From an optimization exercise on the open Yosys and OpenROAD flow, aimed at small area and a short achievable clock period; shortcuts taken in it are not production practice.
Only simulation tests tie the RTL to the original design; equivalence was not proved.
No activity file was given, so power comes from the tool's default toggle rates.

File: flow/design.v
`timescale 1ns / 1ps
module fetch (
    input         CLK,
    input         RES,
    input  [31:0] HRDATA_I,         
    input         HREADY_I,         
    input         HRESP_I,          
    input  [31:0] PC_next,          
    input         branch_taken,     
    input         Load_bubble,      
    output [31:0] PC,               
    output [31:0] HADDR_I,          
    output        HWRITE_I,         
    output [2:0]  HSIZE_I,          
    output [2:0]  HBURST_I,         
    output [1:0]  HTRANS_I,         
    output        HMASTLOCK_I,      
    output [31:0] HWDATA_I,         
    output [3:0]  HPROT_I,          
    output [31:0] IF_ID_pc,         
    output [31:0] IF_ID_inst        
);
reg [31:0] pc; 
reg [31:0] if_id_pc; 
reg [31:0] if_id_inst; 
reg [31:0] HWDATA_I_reg;
reg        last_bubble; 
wire valid_trans = RES && !branch_taken && !Load_bubble;
assign PC           = pc;
assign HADDR_I      = pc;
assign HWRITE_I     = 1'b0;                
assign HSIZE_I      = 3'b010;         
assign HBURST_I     = 3'b000;      
assign HMASTLOCK_I  = 1'b0;                
assign HWDATA_I     = 32'b0;               
assign HPROT_I      = 4'b0011;       
assign IF_ID_pc     = if_id_pc;
assign IF_ID_inst   = if_id_inst;
assign HTRANS_I = (valid_trans) ? 2'b10 : 2'b00;
always @(posedge CLK) begin
    if(!RES) HWDATA_I_reg <= 32'b0;
    else     HWDATA_I_reg <= HRDATA_I;
end
always @(posedge CLK) begin
    if (!RES) begin
        pc           <= 32'd0;
        if_id_pc     <= 32'd0;
        if_id_inst   <= 32'd0;
        last_bubble  <= 1'b0;
    end 
    else begin
        if_id_pc <= PC;   
        begin
            if (branch_taken) begin
                pc         <= PC_next;
                if_id_inst <= 32'd0;
            end 
            else if (Load_bubble) begin
                if_id_inst  <= 32'd0;
                last_bubble <= 1'b1;
            end 
            else if (last_bubble) begin
                pc          <= PC_next;
                if_id_inst  <= HWDATA_I_reg;
                last_bubble <= 1'b0;
            end 
            else if (valid_trans) begin
                pc         <= PC_next;
                if_id_inst <= HRDATA_I;
            end 
            else if_id_inst <= if_id_inst;
        end 
    end    
end
endmodule
`timescale 1ns / 1ps
module decode (
    input         CLK,
    input  [31:0] IF_ID_pc,         
    input  [31:0] IF_ID_inst,       
    input  [31:0] rs1,              
    input  [31:0] rs2,              
    input  [31:0] ID_EX_alu,        
    input  [4:0]  EX_MEM_rd,        
    input  [31:0] EX_MEM_alu,       
    input  [31:0] EX_MEM_inst,      
    input  [4:0]  MEM_WB_rd,        
    input         branch_taken,     
    input  [31:0] load_data,        
    output [31:0] ID_EX_pc,         
    output [31:0] ID_EX_inst,       
    output [31:0] ID_EX_rs1,        
    output [31:0] ID_EX_rs2,        
    output [4:0]  ID_EX_rd,         
    output [31:0] ID_EX_imm,        
    output        ID_EX_is_jalr,    
    output        ID_EX_is_jal,     
    output        ID_EX_is_sys,     
    output        ID_EX_is_branch,  
    output        Load_bubble,      
    output        rs2_Flag          
);
reg [31:0] id_ex_inst; 
reg [31:0] id_ex_pc;
reg [31:0] id_ex_rs1;    
reg [31:0] id_ex_rs2;   
reg [4:0]  id_ex_rd;    
reg [31:0] id_ex_imm;   
reg        id_ex_is_jalr;
reg        id_ex_is_jal;
reg        id_ex_is_sys;
reg        id_ex_is_branch;
reg        load_bubble;
reg        forward_rs1_EX;   
reg        forward_rs2_EX;   
reg        forward_rs1_MEM;  
reg        forward_rs2_MEM;  
reg        rs2_flag;
wire [31:0] ALL0  = 0;
wire [31:0] ALL1  = -1;
wire [31:0] imm_i_s = { IF_ID_inst[31] ? ALL1[31:12]: ALL0[31:12], IF_ID_inst[31:20] };
wire [31:0] imm_s_s = { IF_ID_inst[31] ? ALL1[31:12]: ALL0[31:12], IF_ID_inst[31:25], IF_ID_inst[11:7] };
wire [31:0] imm_b_s = { IF_ID_inst[31] ? ALL1[31:13]: ALL0[31:13], IF_ID_inst[31],    IF_ID_inst[7],  IF_ID_inst[30:25],IF_ID_inst[11:8],ALL0[0] };
wire [31:0] imm_j_s = { IF_ID_inst[31] ? ALL1[31:21]: ALL0[31:21], IF_ID_inst[31],    IF_ID_inst[19:12], IF_ID_inst[20], IF_ID_inst[30:21], ALL0[0] };
wire [31:0] imm_u_s = { IF_ID_inst[31:12], ALL0[11:0] };
assign ID_EX_pc        = id_ex_pc;
assign ID_EX_inst      = id_ex_inst;
assign ID_EX_rs1       = id_ex_rs1;
assign ID_EX_rs2       = id_ex_rs2;
assign ID_EX_rd        = id_ex_rd;
assign ID_EX_imm       = id_ex_imm;
assign ID_EX_is_jalr   = id_ex_is_jalr;
assign ID_EX_is_jal    = id_ex_is_jal;
assign ID_EX_is_sys    = id_ex_is_sys;
assign ID_EX_is_branch = id_ex_is_branch;
assign Load_bubble     = load_bubble;
assign rs2_Flag        = rs2_flag;
always @(*) begin
    if ((ID_EX_rd == IF_ID_inst[19:15]) && (ID_EX_rd != 0) && 
        (ID_EX_inst[6:0] != 7'b0100011) && (ID_EX_inst[6:0] != 7'b1100011) && (ID_EX_inst != 0)) forward_rs1_EX = 1;
    else                                                                             forward_rs1_EX = 0;
    if ((ID_EX_rd == IF_ID_inst[24:20]) && (ID_EX_rd != 0) && 
        (ID_EX_inst[6:0] != 7'b0100011) && (ID_EX_inst[6:0] != 7'b1100011) && (ID_EX_inst != 0)) forward_rs2_EX = 1;
    else                                                                             forward_rs2_EX = 0;
    if ((EX_MEM_rd == IF_ID_inst[19:15]) && (EX_MEM_rd != 0) && 
        (EX_MEM_inst[6:0] != 7'b1100011) && (EX_MEM_inst[6:0] != 7'b0100011) && (EX_MEM_inst != 0)) forward_rs1_MEM = 1;
    else                                                                                forward_rs1_MEM = 0;
    if ((EX_MEM_rd == IF_ID_inst[24:20]) && (EX_MEM_rd != 0) && 
        (EX_MEM_inst[6:0] != 7'b1100011) && (EX_MEM_inst[6:0] != 7'b0100011) && (EX_MEM_inst != 0)) forward_rs2_MEM = 1;
    else                                                                                forward_rs2_MEM = 0;
end
always @(*) begin
    if (IF_ID_inst[6:0] == 7'b0000011) load_bubble = 1;
    else                         load_bubble = 0;
end
always @(posedge CLK) begin
    if (forward_rs2_MEM && EX_MEM_inst[6:0] == 7'b0000011 && EX_MEM_inst[11:7] == IF_ID_inst[24:20]) rs2_flag <= 1;
    else                                                                                       rs2_flag <= 0;
end
always @(posedge CLK) begin
    id_ex_pc <= IF_ID_pc;
    if (branch_taken) id_ex_inst <= 32'h00000000;
    else              id_ex_inst <= IF_ID_inst;
    if           (forward_rs1_EX)  id_ex_rs1 <= ID_EX_alu;
    else if      (forward_rs1_MEM && EX_MEM_inst[6:0] == 7'b0000011 && EX_MEM_inst[11:7] == IF_ID_inst[19:15]) id_ex_rs1 <= load_data;
    else if      (forward_rs1_MEM) id_ex_rs1 <= EX_MEM_alu;
    else                           id_ex_rs1 <= rs1;
    if           (forward_rs2_EX)  id_ex_rs2 <= ID_EX_alu;
    else if      (forward_rs2_MEM && EX_MEM_inst[6:0] == 7'b0000011 && EX_MEM_inst[11:7] == IF_ID_inst[24:20]) id_ex_rs2 <= load_data;
    else if      (forward_rs2_MEM) id_ex_rs2 <= EX_MEM_alu;
    else                           id_ex_rs2 <= rs2;
    id_ex_rd <= IF_ID_inst[11:7];
    case (IF_ID_inst[6:0])
        7'b1100111:    id_ex_imm <= imm_i_s;
        7'b1101111:     id_ex_imm <= imm_j_s;
        7'b1100011:     id_ex_imm <= imm_b_s;
        7'b0110111:     id_ex_imm <= imm_u_s;
        7'b0010111:   id_ex_imm <= imm_u_s;
        7'b0000011:     id_ex_imm <= imm_i_s;
        7'b0100011:     id_ex_imm <= imm_s_s;
        default:  id_ex_imm <= imm_i_s;
    endcase
    id_ex_is_jalr   <= (IF_ID_inst[6:0] == 7'b1100111);
    id_ex_is_jal    <= (IF_ID_inst[6:0] == 7'b1101111);
    id_ex_is_sys    <= (IF_ID_inst[6:0] == 7'b1110011);
    id_ex_is_branch <= (IF_ID_inst[6:0] == 7'b1100011); 
end    
endmodule
`timescale 1ns / 1ps
module execute (
    input         CLK,
    input         RES,
    input  [31:0] ID_EX_pc,
    input  [31:0] ID_EX_inst,
    input  [31:0] ID_EX_rs1,
    input  [31:0] ID_EX_rs2,
    input  [4:0]  ID_EX_rd,
    input  [31:0] ID_EX_imm,
    input         ID_EX_is_jal,
    input         ID_EX_is_jalr,
    input         ID_EX_is_sys,
    input         ID_EX_is_branch,
    input  [31:0] PC,
    input  [31:0] HRDATA_D,
    input  [31:0] MEM_WB_inst,
    input         Load_bubble,
    input  [31:0] load_data,
    input         rs2_Flag,
    output [31:0] ID_EX_alu,
    output [31:0] EX_MEM_pc,
    output [31:0] EX_MEM_inst,
    output [31:0] EX_MEM_alu,
    output [31:0] EX_MEM_rs2,
    output [4:0]  EX_MEM_rd,
    output        EX_MEM_is_load,
    output        EX_MEM_is_store,
    output        EX_MEM_is_jalr,
    output        EX_MEM_is_jal,
    output        EX_MEM_is_sys,
    output [31:0] EX_MEM_csr_data,
    output [31:0] PC_next,
    output        branch_taken,
    output        branch_cond_taken,
    output        forward_rs1_L_1,
    output        forward_rs1_L_2,
    output [31:0] forward_rs1_L_1_datai,
    output [31:0] forward_rs1_L_2_datai
);
reg [31:0] ex_mem_inst;   
reg [31:0] ex_mem_alu;    
reg [31:0] ex_mem_rs2;    
reg [4:0]  ex_mem_rd;
reg [31:0] ex_mem_pc;
reg        ex_mem_is_load;
reg        ex_mem_is_store;
reg        ex_mem_is_jalr;
reg        ex_mem_is_jal;
reg [31:0] ex_mem_csr_data;
reg [31:0] pc_next;
reg        branch_taken_reg;
assign ID_EX_alu             = alu_result;
assign EX_MEM_pc             = ex_mem_pc;
assign EX_MEM_inst           = ex_mem_inst;
assign EX_MEM_alu            = ex_mem_alu;
assign EX_MEM_rs2            = ex_mem_rs2;
assign EX_MEM_rd             = ex_mem_rd;
assign EX_MEM_is_load        = ex_mem_is_load;
assign EX_MEM_is_store       = ex_mem_is_store;
assign EX_MEM_is_jalr        = ex_mem_is_jalr;
assign EX_MEM_is_jal         = ex_mem_is_jal;
assign EX_MEM_is_sys         = ID_EX_is_sys;
assign EX_MEM_csr_data       = ex_mem_csr_data;
assign PC_next               = pc_next;
assign branch_taken          = branch_taken_reg;
assign forward_rs1_L_1       = forward_rs1_l_1;
assign forward_rs1_L_2       = forward_rs1_l_2;
assign forward_rs1_L_1_datai = forward_rs1_l_1_datai;
assign forward_rs1_L_2_datai = forward_rs1_l_2_datai;
wire [31:0] alu_in1 = forward_rs1_l_1 ? forward_rs1_l_1_datai : forward_rs1_l_2 ? forward_rs1_l_2_datai : ID_EX_rs1;
wire [31:0] alu_in2 = (ID_EX_inst[6:0] == 7'b0010011   || 
                       ID_EX_inst[6:0] == 7'b0110111   || 
                       ID_EX_inst[6:0] == 7'b0010111 || 
                       ID_EX_inst[6:0] == 7'b0100011   || 
                       ID_EX_inst[6:0] == 7'b0000011   ||
                       ID_EX_inst[6:0] == 7'b1100111) ? ID_EX_imm : ID_EX_rs2;
reg [31:0] alu_result;
wire is_sub = ((ID_EX_inst[31:25] == 7'b0100000)&&(ID_EX_inst[6:0] == 7'b0110011));
always @(*) begin
    alu_result = 32'd0;
    if (ID_EX_inst != 0) begin
        case (ID_EX_inst[14:12])
            3'b000: alu_result = is_sub ? (alu_in1 - alu_in2) : (alu_in1 + alu_in2);
            3'b001: alu_result = alu_in1 << alu_in2[4:0];
            3'b010: alu_result = $signed(alu_in1) < $signed(alu_in2);
            3'b011: alu_result = alu_in1 < alu_in2;
            3'b100: alu_result = alu_in1 ^ alu_in2;
            3'b101: alu_result = ID_EX_inst[30] ? ({{32{alu_in1[31]}}, alu_in1} >> alu_in2[4:0]) : (alu_in1 >> alu_in2[4:0]);
            3'b110: alu_result = alu_in1 | alu_in2;
            3'b111: alu_result = alu_in1 & alu_in2;
        endcase
    end
    if (ID_EX_inst[6:0] == 7'b0110111)                                alu_result = alu_in2;
    if (ID_EX_inst[6:0] == 7'b0010111)                              alu_result = ID_EX_pc + alu_in2;
    if ((ID_EX_inst[6:0] == 7'b0100011) || (ID_EX_inst[6:0] == 7'b0000011)) alu_result = alu_in1 + alu_in2;
end
wire beq_taken  = rs2_Flag ? (ID_EX_rs1 == load_data) : forward_rs1_l_2 ? (alu_in1 == ID_EX_rs2) : (ID_EX_rs1 == ID_EX_rs2);
wire bne_taken  = rs2_Flag ? (ID_EX_rs1 != load_data) : forward_rs1_l_2 ? (alu_in1 != ID_EX_rs2) : (ID_EX_rs1 != ID_EX_rs2);
wire blt_taken  = rs2_Flag ? ($signed(ID_EX_rs1) <  $signed(load_data)) : forward_rs1_l_2 ? ($signed(alu_in1) <  $signed(ID_EX_rs2)) : ($signed(ID_EX_rs1) <  $signed(ID_EX_rs2));
wire bge_taken  = rs2_Flag ? ($signed(ID_EX_rs1) >= $signed(load_data)) : forward_rs1_l_2 ? ($signed(alu_in1) >= $signed(ID_EX_rs2)) : ($signed(ID_EX_rs1) >= $signed(ID_EX_rs2));
wire bltu_taken = rs2_Flag ? (ID_EX_rs1 <  load_data) : forward_rs1_l_2 ? (alu_in1 <  ID_EX_rs2) : (ID_EX_rs1 <  ID_EX_rs2);
wire bgeu_taken = rs2_Flag ? (ID_EX_rs1 >= load_data) : forward_rs1_l_2 ? (alu_in1 >= ID_EX_rs2) : (ID_EX_rs1 >= ID_EX_rs2);
assign branch_cond_taken = 
       ((ID_EX_inst != 0) &&
       ((ID_EX_inst[14:12] == 3'b000 && beq_taken)  ||  
        (ID_EX_inst[14:12] == 3'b001 && bne_taken)  || 
        (ID_EX_inst[14:12] == 3'b100 && blt_taken)  ||  
        (ID_EX_inst[14:12] == 3'b101 && bge_taken)  ||  
        (ID_EX_inst[14:12] == 3'b110 && bltu_taken) || 
        (ID_EX_inst[14:12] == 3'b111 && bgeu_taken)));   
wire [31:0] jalr_target = (alu_in1 + ID_EX_imm); 
wire [31:0] branch_target = ID_EX_is_jalr ? jalr_target : (ID_EX_pc + ID_EX_imm - 4);
reg branch_taken_buffer;
reg branch_taken_buffer2;
always @(*) begin
    if ((branch_taken_buffer || branch_taken_buffer2 ) == 1)   branch_taken_reg = 0;
    else                                                       branch_taken_reg = (ID_EX_is_jalr || ID_EX_is_jal) || (ID_EX_is_branch && branch_cond_taken);
end
always @(*) begin
    if (ID_EX_is_sys) begin
        case (ID_EX_inst[31:20])
            12'h302: ex_mem_csr_data = 0;   
            default: ex_mem_csr_data = 0;
        endcase
    end 
    else ex_mem_csr_data = 0;
end
always @(*) begin
    if(!RES) pc_next = 32'h0000_0004;
    else     pc_next = branch_taken ? branch_target : Load_bubble ? PC : PC + 4;
end
reg        forward_rs1_l_1,forward_rs1_l_2;
reg [31:0] DATAI_buffer;
reg [31:0] forward_rs1_l_1_datai;
reg [31:0] forward_rs1_l_2_datai;
always @(*) begin
    forward_rs1_l_1 = ((ID_EX_inst[6:0] != 7'b1101111)   && 
                       (ID_EX_inst[6:0] != 7'b0110111)   && 
                       (ID_EX_inst[6:0] != 7'b0010111) &&
                       (EX_MEM_inst[6:0] == 7'b0000011)  &&
                       (ID_EX_inst[19:15] == EX_MEM_inst[11:7]));
    forward_rs1_l_2 = ((ID_EX_inst[6:0] != 7'b1101111)   && 
                       (ID_EX_inst[6:0] != 7'b0110111)   && 
                       (ID_EX_inst[6:0] != 7'b0010111) &&
                       (MEM_WB_inst[6:0] == 7'b0000011)  &&
                       (ID_EX_inst[19:15] == MEM_WB_inst[11:7]));
    forward_rs1_l_1_datai = 32'd0;
    forward_rs1_l_2_datai = 32'd0;
    if      ((EX_MEM_inst[6:0] == 7'b0000011) && (EX_MEM_inst[14:12] == 3'b000)) forward_rs1_l_1_datai = {{24{HRDATA_D[7]}}, HRDATA_D[7:0]};
    else if ((EX_MEM_inst[6:0] == 7'b0000011) && (EX_MEM_inst[14:12] == 3'b001)) forward_rs1_l_1_datai = {{16{HRDATA_D[15]}}, HRDATA_D[15:0]};
    else if ((EX_MEM_inst[6:0] == 7'b0000011) && (EX_MEM_inst[14:12] == 3'b010)) forward_rs1_l_1_datai = HRDATA_D;
    else if ((EX_MEM_inst[6:0] == 7'b0000011) && (EX_MEM_inst[14:12] == 3'b100)) forward_rs1_l_1_datai = {{24{1'b0}}, HRDATA_D[7:0]};
    else if ((EX_MEM_inst[6:0] == 7'b0000011) && (EX_MEM_inst[14:12] == 3'b101)) forward_rs1_l_1_datai = {{16{1'b0}}, HRDATA_D[15:0]};
    if      ((MEM_WB_inst[6:0] == 7'b0000011) && (MEM_WB_inst[14:12] == 3'b000)) forward_rs1_l_2_datai = {{24{DATAI_buffer[7]}}, DATAI_buffer[7:0]};
    else if ((MEM_WB_inst[6:0] == 7'b0000011) && (MEM_WB_inst[14:12] == 3'b001)) forward_rs1_l_2_datai = {{16{DATAI_buffer[15]}}, DATAI_buffer[15:0]};
    else if ((MEM_WB_inst[6:0] == 7'b0000011) && (MEM_WB_inst[14:12] == 3'b010)) forward_rs1_l_2_datai = DATAI_buffer;
    else if ((MEM_WB_inst[6:0] == 7'b0000011) && (MEM_WB_inst[14:12] == 3'b100)) forward_rs1_l_2_datai = {{24{1'b0}}, DATAI_buffer[7:0]};
    else if ((MEM_WB_inst[6:0] == 7'b0000011) && (MEM_WB_inst[14:12] == 3'b101)) forward_rs1_l_2_datai = {{16{1'b0}}, DATAI_buffer[15:0]};
end
always @(posedge CLK) begin
    ex_mem_pc       <= ID_EX_pc;
    ex_mem_inst     <= ID_EX_inst;
    ex_mem_alu      <= alu_result;
    ex_mem_rs2      <= ID_EX_rs2;
    ex_mem_rd       <= ID_EX_rd;
    ex_mem_is_load  <= (ID_EX_inst[6:0] == 7'b0000011);
    ex_mem_is_store <= (ID_EX_inst[6:0] == 7'b0100011);
    ex_mem_is_jalr  <= ID_EX_is_jalr;
    ex_mem_is_jal   <= ID_EX_is_jal;
    branch_taken_buffer  <= branch_taken;
    branch_taken_buffer2 <= branch_taken_buffer;
    DATAI_buffer <= HRDATA_D;
end
endmodule
`timescale 1ns / 1ps
module memory (
    input         CLK,
    input  [31:0] HRDATA_D,                 
    input         HREADY_D,                 
    input         HRESP_D,                  
    input  [31:0] EX_MEM_pc,                
    input  [31:0] EX_MEM_inst,              
    input  [31:0] EX_MEM_alu,               
    input  [31:0] EX_MEM_rs2,               
    input  [4:0]  EX_MEM_rd,                
    input         EX_MEM_is_load,           
    input         EX_MEM_is_store,          
    input         EX_MEM_is_sys,            
    input  [31:0] EX_MEM_csr_data,          
    input         forward_rs1_L_1,          
    input         forward_rs1_L_2,          
    input  [31:0] forward_rs1_L_1_datai,    
    input  [31:0] forward_rs1_L_2_datai,    
    output [31:0] MEM_WB_pc,                
    output [31:0] MEM_WB_inst,              
    output [31:0] MEM_WB_alu,               
    output [4:0]  MEM_WB_rd,                
    output [31:0] MEM_WB_data,              
    output [31:0] HADDR_D,                  
    output [31:0] HWDATA_D,                 
    output        HWRITE_D,                 
    output [2:0]  HSIZE_D,                  
    output [2:0]  HBURST_D,                 
    output [1:0]  HTRANS_D,                 
    output        HMASTLOCK_D,              
    output [3:0]  HPROT_D,                  
    output [31:0] load_data                 
);
reg [31:0] mem_wb_pc;
reg [31:0] mem_wb_inst; 
reg [31:0] mem_wb_alu;
reg [4:0]  mem_wb_rd;
reg [31:0] mem_wb_data;   
reg [31:0] EX_MEM_rs2_reg;
reg        EX_MEM_is_load_buffer;
assign MEM_WB_pc     = mem_wb_pc;
assign MEM_WB_inst   = mem_wb_inst;
assign MEM_WB_alu    = mem_wb_alu;
assign MEM_WB_rd     = mem_wb_rd;
assign MEM_WB_data   = mem_wb_data;
assign HADDR_D       = EX_MEM_alu;          
assign HWDATA_D      = EX_MEM_rs2_reg;      
assign HWRITE_D      = EX_MEM_is_store;     
assign HBURST_D      = 3'b000;      
assign HMASTLOCK_D   = 1'b0;                
assign HPROT_D       = 4'b0001;         
assign HSIZE_D       = data_size;           
always @(posedge CLK) begin
    EX_MEM_rs2_reg        <= EX_MEM_rs2;
    EX_MEM_is_load_buffer <= EX_MEM_is_load;
end
wire [2:0] data_size = (EX_MEM_is_load || EX_MEM_is_store) ? 
                       ((EX_MEM_inst[14:12] == 3'b000 || EX_MEM_inst[14:12] == 3'b100) ? 3'b000 :    
                        (EX_MEM_inst[14:12] == 3'b001 || EX_MEM_inst[14:12] == 3'b101) ? 3'b001 :
                                                                                         3'b010) :   
                       EX_MEM_is_load_buffer ? 
                       ((MEM_WB_inst[14:12] == 3'b000 || MEM_WB_inst[14:12] == 3'b100) ? 3'b000 :    
                        (MEM_WB_inst[14:12] == 3'b001 || MEM_WB_inst[14:12] == 3'b101) ? 3'b001 :
                                                                                         3'b010) :                                                          
                       3'b010;
wire valid_trans = EX_MEM_is_load || EX_MEM_is_store;
assign HTRANS_D = (valid_trans) ? 2'b10 : 2'b00;
assign load_data = (MEM_WB_inst[14:12] == 3'b100 || MEM_WB_inst[14:12] == 3'b101) ? 
                   ((data_size == 3'b000)     ? {{24{1'b0}}, HRDATA_D[7:0]}  :
                    (data_size == 3'b001) ? {{16{1'b0}}, HRDATA_D[15:0]} : 
                                                     HRDATA_D) :
                   ((data_size == 3'b000)    ? {{24{HRDATA_D[7]}}, HRDATA_D[7:0]}   :
                    (data_size == 3'b001) ? {{16{HRDATA_D[15]}}, HRDATA_D[15:0]} : 
                                                     HRDATA_D);
always @(posedge CLK) begin
    begin
        if (!EX_MEM_is_load_buffer) begin
            mem_wb_pc   <= EX_MEM_pc;
            mem_wb_inst <= EX_MEM_inst;
            mem_wb_alu  <= EX_MEM_alu;
            mem_wb_rd <= EX_MEM_rd;
        end
        if      (EX_MEM_is_load_buffer) mem_wb_data <= load_data;   
        else if (EX_MEM_is_sys)         mem_wb_data <= EX_MEM_csr_data;   
        else                            mem_wb_data <= EX_MEM_alu;   
    end 
end
endmodule
`timescale 1ns / 1ps
module writeback (
    input         CLK,
    input         RES,
    input  [31:0] MEM_WB_pc,        
    input  [31:0] MEM_WB_inst,      
    input  [31:0] MEM_WB_alu,       
    input  [4:0]  MEM_WB_rd,        
    input  [31:0] MEM_WB_data,      
    output [31:0] REGS_MEM_WB_rd    
);
reg [31:0] regs_mem_wb_rd;
assign REGS_MEM_WB_rd = regs_mem_wb_rd;
always @(*) begin
    regs_mem_wb_rd = 32'd0;
    if (RES) begin
        case (MEM_WB_inst[6:0])
            7'b0110111:     regs_mem_wb_rd = MEM_WB_alu;         
            7'b0010111:   regs_mem_wb_rd = MEM_WB_alu;         
            7'b1101111:     regs_mem_wb_rd = MEM_WB_pc + 4;      
            7'b1100111:    regs_mem_wb_rd = MEM_WB_pc + 4;      
            7'b0000011:     regs_mem_wb_rd = MEM_WB_data;        
            7'b0110011:     regs_mem_wb_rd = MEM_WB_data;        
            7'b0010011:     regs_mem_wb_rd = MEM_WB_data;        
            default:  regs_mem_wb_rd = 0;                  
        endcase
    end
end   
endmodule
`timescale 1ns / 1ps
module myCPU (
  input             HCLK,                 
  input             HRESETn,              
  input      [31:0] HRDATA_I,             
  input             HREADY_I,             
  input             HRESP_I,              
  output     [31:0] HADDR_I,              
  output            HWRITE_I,             
  output     [2:0]  HSIZE_I,              
  output     [2:0]  HBURST_I,             
  output     [1:0]  HTRANS_I,             
  output            HMASTLOCK_I,          
  output     [31:0] HWDATA_I,             
  output     [3:0]  HPROT_I,              
  input      [31:0] HRDATA_D,             
  input             HREADY_D,             
  input             HRESP_D,              
  output     [31:0] HADDR_D,              
  output     [31:0] HWDATA_D,             
  output            HWRITE_D,             
  output     [2:0]  HSIZE_D,              
  output     [2:0]  HBURST_D,             
  output     [1:0]  HTRANS_D,             
  output            HMASTLOCK_D,          
  output     [3:0]  HPROT_D,              
  output     [31:0] REGS_X31,             
  output     [31:0] PC                    
);
wire [31:0] PC_next;         
wire [31:0] IF_ID_pc;        
wire [31:0] IF_ID_inst;      
wire        branch_taken;    
wire        Load_bubble;     
fetch myfetch (
  .CLK             (HCLK),
  .RES             (HRESETn),
  .HRDATA_I        (HRDATA_I),
  .HREADY_I        (HREADY_I),
  .HRESP_I         (HRESP_I),
  .PC_next         (PC_next),
  .branch_taken    (branch_taken),
  .Load_bubble     (Load_bubble),
  .PC              (PC),
  .HADDR_I         (HADDR_I),
  .HWRITE_I        (HWRITE_I),
  .HSIZE_I         (HSIZE_I),
  .HBURST_I        (HBURST_I),
  .HTRANS_I        (HTRANS_I),
  .HMASTLOCK_I     (HMASTLOCK_I),
  .HWDATA_I        (HWDATA_I),
  .HPROT_I         (HPROT_I),
  .IF_ID_pc        (IF_ID_pc),
  .IF_ID_inst      (IF_ID_inst)
);
wire [31:0] ID_EX_pc;        
wire [31:0] ID_EX_inst;      
wire [31:0] ID_EX_rs1;       
wire [31:0] ID_EX_rs2;       
wire [ 4:0] ID_EX_rd;        
wire [31:0] ID_EX_imm;       
wire [31:0] ID_EX_alu;       
wire        ID_EX_is_jalr;   
wire        ID_EX_is_jal;    
wire        ID_EX_is_sys;    
wire        ID_EX_is_branch; 
wire [31:0] load_data;       
wire        rs2_Flag;        
reg  [31:0] REGS [31:0];
reg  [31:0] rs1;
reg  [31:0] rs2;
always @(*) begin
  rs1 = (IF_ID_inst[19:15] == 5'd0) ? 32'd0 : REGS[IF_ID_inst[19:15]];   
  rs2 = (IF_ID_inst[24:20] == 5'd0) ? 32'd0 : REGS[IF_ID_inst[24:20]];   
end
decode mydecode (
  .CLK            (HCLK),
  .IF_ID_pc       (IF_ID_pc),
  .IF_ID_inst     (IF_ID_inst),
  .rs1            (rs1),
  .rs2            (rs2),
  .ID_EX_alu      (ID_EX_alu),
  .EX_MEM_rd      (EX_MEM_rd),
  .EX_MEM_alu     (EX_MEM_alu),
  .EX_MEM_inst    (EX_MEM_inst),
  .MEM_WB_rd      (MEM_WB_rd),
  .branch_taken   (branch_taken),
  .load_data      (load_data),
  .ID_EX_pc       (ID_EX_pc),
  .ID_EX_inst     (ID_EX_inst),
  .ID_EX_rs1      (ID_EX_rs1),
  .ID_EX_rs2      (ID_EX_rs2),
  .ID_EX_rd       (ID_EX_rd),
  .ID_EX_imm      (ID_EX_imm),
  .ID_EX_is_jalr  (ID_EX_is_jalr),
  .ID_EX_is_jal   (ID_EX_is_jal),
  .ID_EX_is_sys   (ID_EX_is_sys),
  .ID_EX_is_branch(ID_EX_is_branch),
  .Load_bubble    (Load_bubble),
  .rs2_Flag       (rs2_Flag)
);
wire [31:0] EX_MEM_pc;             
wire [31:0] EX_MEM_inst;           
wire [31:0] EX_MEM_alu;            
wire [31:0] EX_MEM_rs2;            
wire [ 4:0] EX_MEM_rd;             
wire        EX_MEM_is_load;        
wire        EX_MEM_is_store;       
wire        EX_MEM_is_jalr;        
wire        EX_MEM_is_jal;         
wire        EX_MEM_is_sys;         
wire [31:0] EX_MEM_csr_data;       
wire        branch_cond_taken;     
wire        forward_rs1_L_1;       
wire        forward_rs1_L_2;       
wire [31:0] forward_rs1_L_1_datai; 
wire [31:0] forward_rs1_L_2_datai; 
execute myexecute (
  .CLK                   (HCLK),
  .RES                   (HRESETn),
  .ID_EX_pc              (ID_EX_pc),
  .ID_EX_inst            (ID_EX_inst),
  .ID_EX_rs1             (ID_EX_rs1),
  .ID_EX_rs2             (ID_EX_rs2),
  .ID_EX_rd              (ID_EX_rd),
  .ID_EX_imm             (ID_EX_imm),
  .ID_EX_is_jal          (ID_EX_is_jal),
  .ID_EX_is_jalr         (ID_EX_is_jalr),
  .ID_EX_is_sys          (ID_EX_is_sys),
  .ID_EX_is_branch       (ID_EX_is_branch),
  .PC                    (PC),
  .HRDATA_D              (HRDATA_D),
  .MEM_WB_inst           (MEM_WB_inst),
  .Load_bubble           (Load_bubble),
  .load_data             (load_data),
  .rs2_Flag              (rs2_Flag),
  .ID_EX_alu             (ID_EX_alu),
  .EX_MEM_pc             (EX_MEM_pc),
  .EX_MEM_inst           (EX_MEM_inst),
  .EX_MEM_alu            (EX_MEM_alu),
  .EX_MEM_rs2            (EX_MEM_rs2),
  .EX_MEM_rd             (EX_MEM_rd),
  .EX_MEM_is_load        (EX_MEM_is_load),
  .EX_MEM_is_store       (EX_MEM_is_store),
  .EX_MEM_is_jalr        (EX_MEM_is_jalr),
  .EX_MEM_is_jal         (EX_MEM_is_jal),
  .EX_MEM_is_sys         (EX_MEM_is_sys),
  .EX_MEM_csr_data       (EX_MEM_csr_data),
  .PC_next               (PC_next),
  .branch_taken          (branch_taken),
  .branch_cond_taken     (branch_cond_taken),
  .forward_rs1_L_1       (forward_rs1_L_1),
  .forward_rs1_L_2       (forward_rs1_L_2),
  .forward_rs1_L_1_datai (forward_rs1_L_1_datai),
  .forward_rs1_L_2_datai (forward_rs1_L_2_datai)
);
wire [31:0] MEM_WB_pc;     
wire [31:0] MEM_WB_inst;   
wire [31:0] MEM_WB_alu;    
wire [ 4:0] MEM_WB_rd;     
wire [31:0] MEM_WB_data;   
memory mymemory (
  .CLK                   (HCLK),
  .HRDATA_D              (HRDATA_D),
  .HREADY_D              (HREADY_D),
  .HRESP_D               (HRESP_D),
  .EX_MEM_pc             (EX_MEM_pc),
  .EX_MEM_inst           (EX_MEM_inst),
  .EX_MEM_alu            (EX_MEM_alu),
  .EX_MEM_rs2            (EX_MEM_rs2),
  .EX_MEM_rd             (EX_MEM_rd),
  .EX_MEM_is_load        (EX_MEM_is_load),
  .EX_MEM_is_store       (EX_MEM_is_store),
  .EX_MEM_is_sys         (EX_MEM_is_sys),
  .EX_MEM_csr_data       (EX_MEM_csr_data),
  .forward_rs1_L_1       (forward_rs1_L_1),
  .forward_rs1_L_2       (forward_rs1_L_2),
  .forward_rs1_L_1_datai (forward_rs1_L_1_datai),
  .forward_rs1_L_2_datai (forward_rs1_L_2_datai),
  .MEM_WB_pc             (MEM_WB_pc),
  .MEM_WB_inst           (MEM_WB_inst),
  .MEM_WB_alu            (MEM_WB_alu),
  .MEM_WB_rd             (MEM_WB_rd),
  .MEM_WB_data           (MEM_WB_data),
  .HADDR_D               (HADDR_D),
  .HWDATA_D              (HWDATA_D),
  .HWRITE_D              (HWRITE_D),
  .HSIZE_D               (HSIZE_D),
  .HBURST_D              (HBURST_D),
  .HTRANS_D              (HTRANS_D),
  .HMASTLOCK_D           (HMASTLOCK_D),
  .HPROT_D               (HPROT_D),
  .load_data             (load_data)
);
wire [31:0] REGS_MEM_WB_rd;   
writeback mywriteback (
  .CLK           (HCLK),
  .RES           (HRESETn),
  .MEM_WB_pc     (MEM_WB_pc),
  .MEM_WB_inst   (MEM_WB_inst),
  .MEM_WB_alu    (MEM_WB_alu),
  .MEM_WB_rd     (MEM_WB_rd),
  .MEM_WB_data   (MEM_WB_data),
  .REGS_MEM_WB_rd(REGS_MEM_WB_rd)
);
assign REGS_X31 = REGS[31];
always @(negedge HCLK) begin
  if (HRESETn && MEM_WB_rd != 0) begin
    case (MEM_WB_inst[6:0])
      7'b0110111:   REGS[MEM_WB_rd] = REGS_MEM_WB_rd;
      7'b0010111: REGS[MEM_WB_rd] = REGS_MEM_WB_rd;
      7'b1101111:   REGS[MEM_WB_rd] = REGS_MEM_WB_rd;
      7'b1100111:  REGS[MEM_WB_rd] = REGS_MEM_WB_rd;
      7'b0000011:   REGS[MEM_WB_rd] = REGS_MEM_WB_rd;
      7'b0110011:   REGS[MEM_WB_rd] = REGS_MEM_WB_rd;
      7'b0010011:   REGS[MEM_WB_rd] = REGS_MEM_WB_rd;
    endcase
  end
end
endmodule
File: flow/run.sh
#!/bin/bash
# synth_recipe.tcl (not shown) runs the flow's synth.tcl, then flattens the netlist and writes it again
# the make line also repeats each setting of config.mk as NAME=value (left out here)
make -C /OpenROAD-flow-scripts/flow DESIGN_CONFIG=/design/flow/config.mk WORK_HOME=/design/flow/orfs CLKGATE_MAP_FILE= SYNTH_SCRIPT=/design/flow/synth_recipe.tcl finish
File: flow/config.mk
export PLATFORM = sky130hd
export DESIGN_NAME = myCPU
export DESIGN_NICKNAME = myCPU
export VERILOG_FILES = /design/flow/design.v
export SDC_FILE = /design/flow/constraint.sdc
export NUM_CORES = 4
export LEC_CHECK = 0
export CAP_MARGIN = 20
export CORE_MARGIN = 2
export CORE_UTILIZATION = 40
export PLACE_DENSITY = 0.6
export SLEW_MARGIN = 20
File: flow/constraint.sdc
create_clock -name core_clock -period 11.0 [get_ports {HCLK}]
set_input_delay 2.2000 -clock core_clock [delete_from_list [all_inputs] [get_ports {HCLK}]]
set_output_delay 2.2000 -clock core_clock [all_outputs]
set_load 0.01 [all_outputs]
==> impl_results.md <==
* Max layer used: met5
* Final worst path period need at between 10 and 15 ns
* All-Layer GR Usage at around a third
* Synthesized area at roughly 90000 µm²
* Total gr overflow at 0
* First-pass GRT wire length at 503 mm
* Slew headroom at 15.3%
* Worst skew pair latency at roughly 0.88 ns
* Synth Register Bits at roughly 1600
* Synth Flop Type: edfxtp_1
* Average routed wire per standard cell at 31.8 µm
* Synthesized area per cell at approximately 13 µm²
* Kind of critical path: in2out
* Setup_tns at 0 ns
* DRT iter0 DRCs at 7720
* Final Hold Fails at 0
* Placed Cells at roughly 9900
* Area Growth Syn to Fin at 19.3%
* RSZ-0062 raised after global routing: no
* Yosys warning total at 6
* DRC viols at 0
* Fmax achieved at approximately 93 MHz
* Setup Fix Bufs, Post-CTS at 0
* Final antenna-violating net count at 0
* Arrival time worst endpoint at 8.53 ns
* Drt via density at approximately 6
* Cell Pwr Density at approximately 200 nW/µm²
* Row cnt at 172
* TritonCTS Sinks at ~1600
* Number of buffers added to fix hold violations after cts at 0
* Number of flip-flops in the largest register at ~1000
* Post-Route WL at 360 mm
* Post-Layout Cell Count at 11300
* Clock Path Buffers at 3
* Number of synthesized flops with an enable pin at about 1100
* Share of cells above drive strength 1 at 16.7%
* Most frequent cells in the layout: 1379 x inv_1, 1108 x edfxtp_1, 640 x mux4_2
* Hold crit path type: reg2reg
* Synth async-reset ratio at 0%
* Number of CTS-inserted buffers at approximately 180
* Post-DP HPWL at approximately 260 mm
* DRT met1 WL at roughly 130 mm
* I/O Buffers at 230
* Wire length on met2 at 166 mm
* Seq/Total Area, Yosys at between 40 and 50%
* Worst-case clock skew at ~0.11 ns
* Via count at slightly below 70000
* H-tree Lvls at 4
* Area of the multi-input gates at 41400 µm²
* Required time worst endpoint at 8.80 ns
* Max IR drop VDD at about 0.22 mV
* Die area at about 220000 µm²
* Cell variety after synth at roughly 110
* Ports at 290
* Vias in the first global route at roughly 70000
* CTS tree: done
* Leakage power at 41.7 nW
* Max-slew violations at 0
* Placer Congestion at 1.04
* Die width at 473 µm
* CP Max Fanout at 6
* Status: timing/DRC/antenna clean
* Fin nets at between 8000 and 9000
* CP endpoint kind: output port
* Most common cell after layout, fill and taps aside: inv_1
* Finish-stage setup viols at 0
* Reg area at between 40000 and 50000 µm²
* Initial core utilization at roughly two fifths
* Fillers at a little under 20000
* Synth Instances at between 7000 and 8000
* Core area at between 200000 and 250000 µm²
* Met3 routed WL at around 30 mm
* Root Buffer: clkbuf_16
* Initial antenna violation count at 30
* Max-cap violations at 0
* Clock slew at reported path FFs at roughly 0.06 ns
* Fin crit share at 97.5%
* Critical path launch point type: input pin
* Slew @ Worst Pin at approximately 1.3 ns
* Largest net degree at the start of global routing at 125
* First-pass detailed-route iteration total at 9
* Die height at between 400 and 500 µm
cell usage after synthesis, types with 14 or more instances:
master	number	area share, %
and2_1	107	0.76
o21bai_1	21	0.18
o21ai_0	297	1.7
nor2_4	18	0.23
and3_1	41	0.29
o21ai_1	20	0.11
or3_1	36	0.26
mux2i_1	182	2.1
o32ai_1	23	0.23
nand3_1	127	0.72
nor2b_1	45	0.32
o211ai_1	88	0.75
inv_1	329	1.4
buf_2	36	0.20
xor2_1	58	0.58
a22oi_1	44	0.37
xnor2_1	154	1.5
mux4_2	640	16
buf_4	95	0.81
nand2_1	347	1.5
buf_1	88	0.37
a211oi_1	135	1.1
a221oi_1	31	0.31
a31oi_1	40	0.28
nand4_1	47	0.33
nor3_1	104	0.59
o22ai_1	77	0.55
nand2b_1	32	0.23
or4_1	17	0.14
o31ai_1	32	0.27
nor2_1	436	1.9
a2111oi_0	14	0.14
clkbuf_1	295	1.3
a21oi_1	429	2.4
dfxtp_1	533	12
o31a_1	14	0.14
edfxtp_1	1108	38
a21o_1	139	1.2
o21a_1	55	0.47
a211o_1	27	0.27
or2_2	14	0.099
o221ai_1	16	0.16
ha_1	318	4.5
nor4_1	32	0.23
cell families after synthesis:
kind of cell / count (synthesis) / synth area share [%]
multiplexers: 835 / 18.6
adder cells (fa/ha/maj): 323 / 4.63
buffers and inverters: 857 / 4.16
other: 2 / 0.00852
AND/OR/NAND/NOR: 1482 / 8.36
AO/OA/AOI/OAI: 1649 / 12.3
XOR/XNOR: 212 / 2.11
flip-flops: 1641 / 49.8
layer usage:
| metal | GRT usage [%] | up-vias |
|---|---|---|
| met5 | 0 | - |
| met3 | 7.55 | 903 |
| met2 | 49.2 | 3629 |
| met1 | 38.0 | 34700 |
| met4 | 24.2 | 14 |
| li1 | - | 29600 |
critical path, cell delays in order:
cell             delay, ns
clkdlybuf4s50_1       0.44
or4_1                 0.49
nand4_1               0.29
o32ai_1               0.19
a21oi_1               0.37
inv_1                 0.13
ha_1                  0.30
nand4_1               0.12
nor4_1                0.46
buf_4                 0.20
nand2_1               0.09
nor4_2                0.62
nor2b_1               0.24
o31ai_2               0.09
mux2i_1               0.15
a2111oi_2             0.35
nand4_1               0.19
o31ai_4               0.32
buf_12                0.17
inv_2                 0.04
or3_2                 0.49
inv_2                 0.07
clkdlybuf4s50_1       0.52
final timing paths:
check                                           start               endpoint  slack [ns]  cells after the start
worst max register to register  mymemory.mem_wb_pc[6]           REGS[30][31]        1.78                     12
worst max-delay path                      HRDATA_D[7]            HTRANS_I[1]        0.27                     23
worst min register to register   myfetch.if_id_pc[11]  mydecode.id_ex_pc[11]        0.32                      0
worst min-delay path             myfetch.if_id_pc[11]  mydecode.id_ex_pc[11]        0.32                      0
power by group:
group | switching [W] | leakage (nW) | internal, W
combinational | 0.00381 | 18.4 | 0.00200
sequential | 0.000569 | 14.8 | 0.00722
clock | 0.00369 | 8.52 | 0.00412
total | 0.00807 | 41.7 | 0.0133
metrics by stage:
stage               cell area, µm²  hold slack (ns)  util (%)  worst slack (ns)  total power, W
global route                105000            0.330      47.9             0.115          0.0224
CTS                         105000            0.320      47.9            0.0450          0.0214
floorplan                    88500            0.310         -             0.990          0.0114
global placement             95000            0.310      43.3            0.0773          0.0140
detailed placement           95000            0.312      43.3            0.0924          0.0140
finish                      105000            0.319      48.0             0.270          0.0214
final cells by class:
| cell class | count | share of cell area, % |
|---|---|---|
| diodes | 14 | 0.0333 |
| multi-input cells | 4588 | 39.4 |
| well taps | 2871 | 3.42 |
| clock buffers | 198 | 4.48 |
| inverters | 337 | 1.20 |
| clock inverters | 1154 | 5.12 |
| repair buffers | 503 | 4.57 |
| flip-flops and latches | 1641 | 41.8 |
repair_timing:
item | 4_1_cts | 5_1_grt
endpoints found under the setup margin | 0 | 1
resized for setup | 0 | 1
hold endpoints to repair | 0 | 0
